From an optimization exercise on the open Yosys and OpenROAD flow, aimed at small area, a short achievable clock period and few clock cycles per item; shortcuts taken in it are not production practice. The RTL was checked by simulation tests, not by an equivalence proof against the original design. No activity file was given, so power comes from the tool's default toggle rates.

`design.v`:
```
module eyeriss_conv (
	input clk,
	input reset,
	input [15:0] act_in,
	input [15:0] filt_in,
	input load_en_wght,
	input load_en_act,
	input start,
	output [47:0] pe_out,
	output logic compute_done,
	output logic load_done
);
	logic [15:0] act_q, filt_q;
	always_ff @(posedge clk) begin
		act_q <= act_in;
		filt_q <= filt_in;
	end
	logic la_act, lw_act, a_valid, w_valid;
	logic [4:0] lcnt;
	logic lw_fin;
	assign lw_fin = lw_act && lcnt == 5'd9;
	always_ff @(posedge clk) begin
		if (reset) begin
			la_act <= 1'b0;
			lw_act <= 1'b0;
			a_valid <= 1'b0;
			w_valid <= 1'b0;
			load_done <= 1'b0;
			lcnt <= 5'd0;
		end else begin
			load_done <= 1'b0;
			if (load_en_act) begin
				la_act <= 1'b1;
				a_valid <= 1'b0;
				lcnt <= 5'd1;
			end else if (load_en_wght) begin
				lw_act <= 1'b1;
				w_valid <= 1'b0;
				lcnt <= 5'd1;
			end else begin
				lcnt <= lcnt + 5'd1;
				if (la_act) begin
					load_done <= lcnt == 5'd24;
					if (lcnt == 5'd25) begin
						la_act <= 1'b0;
						a_valid <= 1'b1;
					end
				end
				if (lw_act) begin
					load_done <= lcnt == 5'd8;
					if (lcnt == 5'd9) begin
						lw_act <= 1'b0;
						w_valid <= 1'b1;
					end
				end
			end
		end
	end
	logic [15:0] W [0:8];
	always_ff @(posedge clk) begin
		if (lw_act) begin
			W[0] <= filt_q;
			for (int k = 1; k < 9; k++) W[k] <= W[k-1];
		end
	end
	logic [15:0] A [0:24];
	logic [15:0] src;
	logic rot;
	assign src = la_act ? act_q : A[24];
	always_ff @(posedge clk) begin
		if (la_act || rot) begin
			A[0] <= src;
			for (int k = 1; k < 25; k++) A[k] <= A[k-1];
		end
	end
	logic run, live, req;
	logic [5:0] e;
	logic [2:0] rdy, rdy_nx;
	logic ld, awe, afirst, alast;
	logic [2:0] xs0, xs1, xs2;
	logic [1:0] wsel, arow;
	logic [3:0] aidx;
	logic [15:0] xn0, xn1, xn2;
	localparam int EMAX = 34;
	always_comb begin
		ld = 1'b0; xs0 = 3'd0; xs1 = 3'd0; xs2 = 3'd0; wsel = 2'd0;
		awe = 1'b0; aidx = 4'd0; afirst = 1'b0; arow = 2'd0; alast = 1'b0;
		case (e)
			6'd3: begin ld = 1'b1; xs0 = 3'd0; xs1 = 3'd0; xs2 = 3'd0; wsel = 2'd0; end
			6'd4: begin ld = 1'b1; xs0 = 3'd0; xs1 = 3'd0; xs2 = 3'd0; wsel = 2'd0; end
			6'd5: begin ld = 1'b1; xs0 = 3'd0; xs1 = 3'd0; xs2 = 3'd0; wsel = 2'd0; awe = 1'b1; aidx = 4'd0; arow = 2'd0; afirst = 1'b1; end
			6'd6: begin awe = 1'b1; aidx = 4'd1; arow = 2'd0; afirst = 1'b1; end
			6'd7: begin awe = 1'b1; aidx = 4'd2; arow = 2'd0; afirst = 1'b1; end
			6'd8: begin ld = 1'b1; xs0 = 3'd0; xs1 = 3'd0; xs2 = 3'd0; wsel = 2'd1; end
			6'd9: begin wsel = 2'd0; end
			6'd10: begin ld = 1'b1; xs0 = 3'd1; xs1 = 3'd1; xs2 = 3'd1; wsel = 2'd1; awe = 1'b1; aidx = 4'd0; arow = 2'd0; end
			6'd11: begin wsel = 2'd0; awe = 1'b1; aidx = 4'd3; arow = 2'd1; afirst = 1'b1; end
			6'd12: begin ld = 1'b1; xs0 = 3'd2; xs1 = 3'd2; xs2 = 3'd2; wsel = 2'd1; awe = 1'b1; aidx = 4'd1; arow = 2'd0; end
			6'd13: begin wsel = 2'd0; awe = 1'b1; aidx = 4'd4; arow = 2'd1; afirst = 1'b1; end
			6'd14: begin ld = 1'b1; xs0 = 3'd1; xs1 = 3'd1; xs2 = 3'd1; wsel = 2'd2; awe = 1'b1; aidx = 4'd2; arow = 2'd0; end
			6'd15: begin wsel = 2'd1; awe = 1'b1; aidx = 4'd5; arow = 2'd1; afirst = 1'b1; end
			6'd16: begin wsel = 2'd0; awe = 1'b1; aidx = 4'd0; arow = 2'd0; end
			6'd17: begin ld = 1'b1; xs0 = 3'd3; xs1 = 3'd3; xs2 = 3'd3; wsel = 2'd2; awe = 1'b1; aidx = 4'd3; arow = 2'd1; end
			6'd18: begin wsel = 2'd1; awe = 1'b1; aidx = 4'd6; arow = 2'd2; afirst = 1'b1; end
			6'd19: begin wsel = 2'd0; awe = 1'b1; aidx = 4'd1; arow = 2'd0; end
			6'd20: begin ld = 1'b1; xs0 = 3'd4; xs1 = 3'd4; xs2 = 3'd4; wsel = 2'd2; awe = 1'b1; aidx = 4'd4; arow = 2'd1; end
			6'd21: begin wsel = 2'd1; awe = 1'b1; aidx = 4'd7; arow = 2'd2; afirst = 1'b1; end
			6'd22: begin wsel = 2'd0; awe = 1'b1; aidx = 4'd2; arow = 2'd0; alast = 1'b1; end
			6'd23: begin ld = 1'b1; xs0 = 3'd4; xs1 = 3'd4; xs2 = 3'd4; wsel = 2'd2; awe = 1'b1; aidx = 4'd5; arow = 2'd1; end
			6'd24: begin wsel = 2'd1; awe = 1'b1; aidx = 4'd8; arow = 2'd2; afirst = 1'b1; end
			6'd25: begin ld = 1'b1; xs0 = 3'd5; xs1 = 3'd5; xs2 = 3'd5; wsel = 2'd2; awe = 1'b1; aidx = 4'd3; arow = 2'd1; end
			6'd26: begin wsel = 2'd1; awe = 1'b1; aidx = 4'd6; arow = 2'd2; end
			6'd27: begin ld = 1'b1; xs0 = 3'd5; xs1 = 3'd5; xs2 = 3'd5; wsel = 2'd2; awe = 1'b1; aidx = 4'd4; arow = 2'd1; end
			6'd28: begin wsel = 2'd1; awe = 1'b1; aidx = 4'd7; arow = 2'd2; end
			6'd29: begin ld = 1'b1; xs0 = 3'd3; xs1 = 3'd3; xs2 = 3'd3; wsel = 2'd2; awe = 1'b1; aidx = 4'd5; arow = 2'd1; alast = 1'b1; end
			6'd30: begin ld = 1'b1; xs0 = 3'd2; xs1 = 3'd2; xs2 = 3'd2; wsel = 2'd2; awe = 1'b1; aidx = 4'd8; arow = 2'd2; end
			6'd31: begin ld = 1'b1; xs0 = 3'd1; xs1 = 3'd1; xs2 = 3'd1; wsel = 2'd2; awe = 1'b1; aidx = 4'd6; arow = 2'd2; end
			6'd32: begin awe = 1'b1; aidx = 4'd7; arow = 2'd2; end
			6'd33: begin awe = 1'b1; aidx = 4'd8; arow = 2'd2; alast = 1'b1; end
			default: ;
		endcase
	end
	always_comb begin
		case (xs0)
			3'd0: xn0 = A[1];
			3'd1: xn0 = A[2];
			3'd2: xn0 = A[3];
			3'd3: xn0 = A[4];
			3'd4: xn0 = A[6];
			default: xn0 = A[7];
		endcase
	end
	always_comb begin
		case (xs1)
			3'd0: xn1 = A[0];
			3'd1: xn1 = A[1];
			3'd2: xn1 = A[2];
			3'd3: xn1 = A[3];
			3'd4: xn1 = A[5];
			default: xn1 = A[6];
		endcase
	end
	always_comb begin
		case (xs2)
			3'd0: xn2 = src;
			3'd1: xn2 = A[0];
			3'd2: xn2 = A[1];
			3'd3: xn2 = A[2];
			3'd4: xn2 = A[4];
			default: xn2 = A[5];
		endcase
	end
	assign rot = run && !live && e <= 6'd25;
	always_comb begin
		rdy_nx = rdy;
		if (run && awe && alast && !req) rdy_nx[arow] = 1'b1;
		if (load_en_act || lw_fin) rdy_nx = 3'b000;
	end
	always_ff @(posedge clk) begin
		if (reset) begin
			run <= 1'b0;
			live <= 1'b0;
			req <= 1'b0;
			e <= 6'd0;
			rdy <= 3'b000;
		end else begin
			rdy <= rdy_nx;
			if (run) begin
				e <= e + 6'd1;
				if (e == EMAX) run <= 1'b0;
			end
			if (load_en_act) begin
				run <= w_valid;
				live <= 1'b1;
				e <= 6'd1;
				req <= 1'b0;
			end else if (lw_fin) begin
				req <= a_valid;
			end else if (req && !la_act && !rot) begin
				run <= 1'b1;
				live <= 1'b0;
				e <= 6'd1;
				req <= 1'b0;
			end
		end
	end
	logic [15:0] x0, x1, x2, w0, w1, w2;
	always_ff @(posedge clk) begin
		if (ld) begin
			x0 <= xn0;
			x1 <= xn1;
			x2 <= xn2;
		end
		case (wsel)
			2'd0: begin w0 <= W[8]; w1 <= W[7]; w2 <= W[6]; end
			2'd1: begin w0 <= W[5]; w1 <= W[4]; w2 <= W[3]; end
			default: begin w0 <= W[2]; w1 <= W[1]; w2 <= W[0]; end
		endcase
	end
	logic [15:0] dot;
	always_ff @(posedge clk)
		dot <= x0 * w0 + x1 * w1 + x2 * w2;
	logic [15:0] O [0:8];
	logic [15:0] acc_old, acc_new;
	assign acc_old = afirst ? 16'd0 : O[aidx];
	assign acc_new = acc_old + dot;
	always_ff @(posedge clk) begin
		for (int n = 0; n < 9; n++)
			if (run && awe && aidx == n) O[n] <= acc_new;
	end
	logic [1:0] row_cnt, row_disp;
	logic pend;
	always_ff @(posedge clk) begin
		if (reset) begin
			row_cnt <= 2'd0;
			row_disp <= 2'd0;
			pend <= 1'b0;
			compute_done <= 1'b0;
		end else if (start) begin
			row_disp <= row_cnt;
			row_cnt <= (row_cnt == 2'd2) ? 2'd0 : row_cnt + 2'd1;
			compute_done <= rdy_nx[row_cnt];
			pend <= !rdy_nx[row_cnt];
		end else if (pend) begin
			compute_done <= rdy_nx[row_disp];
			pend <= !rdy_nx[row_disp];
		end else begin
			compute_done <= 1'b0;
		end
	end
	assign pe_out = (row_disp == 2'd0) ? {O[2], O[1], O[0]} :
	                (row_disp == 2'd1) ? {O[5], O[4], O[3]} :
	                                     {O[8], O[7], O[6]};
endmodule
```
`run.sh`:
```
#!/bin/bash
# synth_recipe.tcl (not shown) runs the flow's synth.tcl, then flattens the netlist and writes it again
# the make line also repeats each setting of config.mk as NAME=value (left out here)
make -C /OpenROAD-flow-scripts/flow DESIGN_CONFIG=/design/flow/config.mk WORK_HOME=/design/flow/orfs CLKGATE_MAP_FILE= SYNTH_SCRIPT=/design/flow/synth_recipe.tcl finish
```
`config.mk`:
```
export PLATFORM = sky130hd
export DESIGN_NAME = eyeriss_conv
export DESIGN_NICKNAME = eyeriss_conv
export VERILOG_FILES = /design/flow/design.v
export SDC_FILE = /design/flow/constraint.sdc
export NUM_CORES = 4
export LEC_CHECK = 0
export CAP_MARGIN = 20
export CORE_MARGIN = 2
export CORE_UTILIZATION = 45
export SLEW_MARGIN = 20
```
`constraint.sdc`:
```
create_clock -name core_clock -period 10.0 [get_ports {clk}]
set_input_delay 2.0000 -clock core_clock [delete_from_list [all_inputs] [get_ports {clk}]]
set_output_delay 2.0000 -clock core_clock [all_outputs]
set_load 0.01 [all_outputs]
```
==> metrics.md <==
| Metric | Value |
|---|---|
| Post-synth top flop | edfxtp_1 |
| Clk_skew | 0.0614 ns |
| CP Buf/Inv Count | 5 |
| Worst VDD drop | 0.000582 V |
| Final ANT Viol Nets | 0 |
| Cell Area, Synth | around 44000 um2 |
| Status | timing/DRC/antenna clean |
| Min-delay src | filt_q[1] |
| Synth Area in Compound Gates | 0.0609 |
| Largest family of logic cells by synthesized area | adder cells |
| Adder-cell share of the synthesized area | 0.176 |
| Final max-slew violation count | 0 |
| CP max stage cell | dfxtp_1 |
| Max-Cap Viols | 0 |
| R2R Path Start | w1[1] |
| Final min period | between 7 and 8 ns |
| Worst-path cell chain | nand2_1 > fa_1 > fa_1 > inv_1 > fa_1 > inv_1 > fa_1 > inv_1 > fa_1 > fa_1 > fa_1 > fa_1 > inv_1 > fa_1 > inv_1 > ha_1 > and3_1 > a211o_1 > a21o_1 > a21oi_1 > xnor2_1 |
| Critical path capture point type | flop |
| Post CTS Setup Buffer Count | 0 |
| Slew headroom | 0.286 |
| Layout area overhead | 12.0% |
| Leakage | about 0.018 uW |
| Critical path type | reg -> reg |
| Wire length of the first global-routing pass | between 150000 and 200000 um |
| Sequential cell area | 24600 um2 |
| Unique masters post-synth | 76 |
| CTS clk-pin slew, worst paths | approximately 0.060 ns |
| XOR/XNOR Fraction of Synth Area | 0.0247 |
| Detailed Route WL | 99500 um |
| Multiplexer share of the synthesized area | 0.0482 |
| Count of non-filler cells in the finished layout | around 4900 |
| Final Worst Setup Slack | 2.86 ns |
| Synth warn | 4 |
| Most frequent cells in the layout | edfxtp_1, inv_1, nand2_1 |
| HPWL Detailed | slightly below 70000 um |
| Reg-to-reg slack, setup | around 2.9 ns |
| Final hold viol count | 0 |
| Worst path max stage delay | approximately 0.73 ns |
| Hold Path End | W[0][1] |
| Post-synth ARST share | 0 |
| Chip width | between 300 and 400 um |
| Starting Density | 0.453 |
| DR vias | between 20000 and 30000 |
| Final setup viols | 0 |
| Footprint of the multi-input gates | between 15000 and 20000 um2 |
| Largest net degree at the start of global routing | 115 |
| Power density over cell area | ~250 nW/um2 |
| Setup TNS | 0 ns |
| Number of I/O pins | 87 |
| Startpoint types | flop |
| Drt drc | 0 |
| Register area share after synthesis | 0.554 |
| Number of gates given a new drive strength after cts | 0 |
| Post-DR wirelength/cell | slightly above 20 um |
| Hold Path Stages | 0 |
| CP most frequent cell | fa_1 |
| Hold-fix buffer count after cts | 0 |
| H-tree depth | 3 |
| Via density | around 5.2 |
| Max clock buf depth | 3 |
| Core Area | between 90000 and 100000 um2 |
| Vias in the first global route | between 20000 and 30000 |
| Num CTS Buffers | 90 |
| FF+latch count, synth | 860 |
| RSZ-0062 raised after global routing | false |
| Violation count after the first detailed-route iteration | just over 2000 |
| Fillcell total | 8342 |
| Pre-Repair DR Iteration Count | 7 |
| Input/output buffers | 86 |
| Final Wtd Congestion | approximately 0.9 |
| Post-place setup slack | around 2.9 ns |
| Cells after Synth | 3414 |
| EDFF count, synth | 736 |
| Latest clock arrival within the worst-skew pair | ~0.7 ns |
| Gr usage total | 0.199 |
| CTS tree | yes |
| Fin util | 0.507 |
| Placement Rows | between 100 and 150 |
| Worst path arrival time | 7.74 ns |
| Register-to-Register Path Depth | 21 |
| Antenna violations before repair | 0 |
| Chip height | approximately 320 um |
| Tcrit/Tclk final | 0.714 |
| WHS | 0.403 ns |
| Share of cells above drive strength 1 | 0.0746 |
| CP top delay family | adder cells |
| Post-layout nets | ~4000 |
| Total nets after synthesis | 3902 |
| Root Buffer | clkbuf_16 |
| Syn Area/Cell | between 10 and 15 um2 |
| Slew @ Worst Pin | approximately 1.1 ns |
| Critical R2R Capture | dot[15] |
| Max frequency | 0.140 GHz |
| Grt ovf | 0 |
| Clock sinks | 860 |
| Die ar. | between 100000 and 150000 um2 |
| Min-delay worst type | reg -> reg |
| Most common cell after layout, fill and taps aside | edfxtp_1 |
| Req. time, crit path | 10.60 ns |
| Dpl cells | ~4700 |
| Area share of and/or/nand/nor cells after synthesis | 0.0882 |
| Worst-path fanout max | 15 |
-- cell type report --
cell class	instances	share of cell area
clock buffers	119	0.0488
repair buffers	131	0.0251
clock inverters	45	0.0105
inverters	395	0.0300
flip-flops and latches	860	0.495
diodes	1	0.0000504
multi-input cells	2016	0.358
well taps	1287	0.0324
-- cells in the mapped netlist, drive strengths merged (36+ instances only) --
cell      n  share of area
a21oi    83         0.0094
and2    273          0.039
buf      55         0.0069
clkbuf   88         0.0075
dfxtp   124          0.056
edfxtp  736           0.50
fa      289           0.13
ha      162          0.046
inv     395          0.033
mux2     54          0.014
mux2i   153          0.035
nand2   357          0.030
nor2     78         0.0067
nor3     36         0.0043
o21ai   179          0.020
xnor2   102          0.020
-- layer usage --
layer / global-route usage / wire length, um
met1: 0.271 / 43900
met2: 0.327 / 47900
met3: 0.0310 / 4680
met5: 0 / 0
met4: 0.0661 / 3020
-- metrics by stage --
stage	total power [uW]	cell area, um2
after floorplan	7850	44400
after global placement	8850	46700
after detailed placement	8920	46700
after CTS	12300	49600
after global routing	13000	49700
final	12200	49700
-- sequential cells by signal, indices dropped and copies added, names as in the netlist, 5 cells and up --
register / flops
A: 400
O: 144
W: 144
act_q: 16
dot: 16
e: 6
filt_q: 16
lcnt: 5
w0: 16
w1: 16
w2: 16
x0: 16
x1: 16
x2: 16
-- worst max path at each step --
stage / startpoint / end / slack, ns / depth (start not counted)
global placement: w1[1] / dot[15] / 2.92 / 21
global route: w1[1] / dot[15] / 2.57 / 21
floorplan: e[0] / A[0][0] / 0.46 / 7
finish: w1[1] / dot[15] / 2.86 / 21
detailed placement: w1[1] / dot[15] / 2.86 / 21
CTS: w1[1] / dot[15] / 2.84 / 21
-- power breakdown --
part           total (uW)  internal [uW]  switching (uW)
clock network        3330           1910            1420
registers            4430           4330            99.5
logic                4430           1970            2450
-- kinds of logic (layout without fill, tap and decap cells) --
logic type	Yosys count	in the layout
adder cells (fa/ha/maj)	451	451
flip-flops	860	860
buffers and inverters	538	690
other	0	1
AND/OR/NAND/NOR	803	803
AO/OA/AOI/OAI	430	430
XOR/XNOR	125	125
multiplexers	207	207
Testbench counts, summed over its fixed seeds: cycles 7,730, rows 576.

==> what the ideal ports hide <==
No port has a modelled driver above. Below, the same layout with a new extraction and two added sets of constraints. Step 1 (the two cells are an assumption about what drives the block):
set clk [get_ports {clk}]
set_driving_cell -lib_cell sky130_fd_sc_hd__clkbuf_16 $clk
set_driving_cell -lib_cell sky130_fd_sc_hd__buf_2 [delete_from_list [all_inputs] $clk]
Step 2 moves the port delays by t, midway between the first and last clock arrival at a register: inputs arrive t later, outputs are due t later. That takes back most of the time a late clock gives input paths. Slacks: no drivers / after step 1 / after step 2; pairs: no drivers / after step 1.
shift t [ns]: 0.732
slack for setup (ns): 2.865 / 2.865 / 2.865
worst register clock-pin slew, ns: 0.06 / 0.06
After both steps this run still meets setup and hold. The setup slack of this run moves by 0.000 ns with the drivers and by 0.000 ns with both steps.
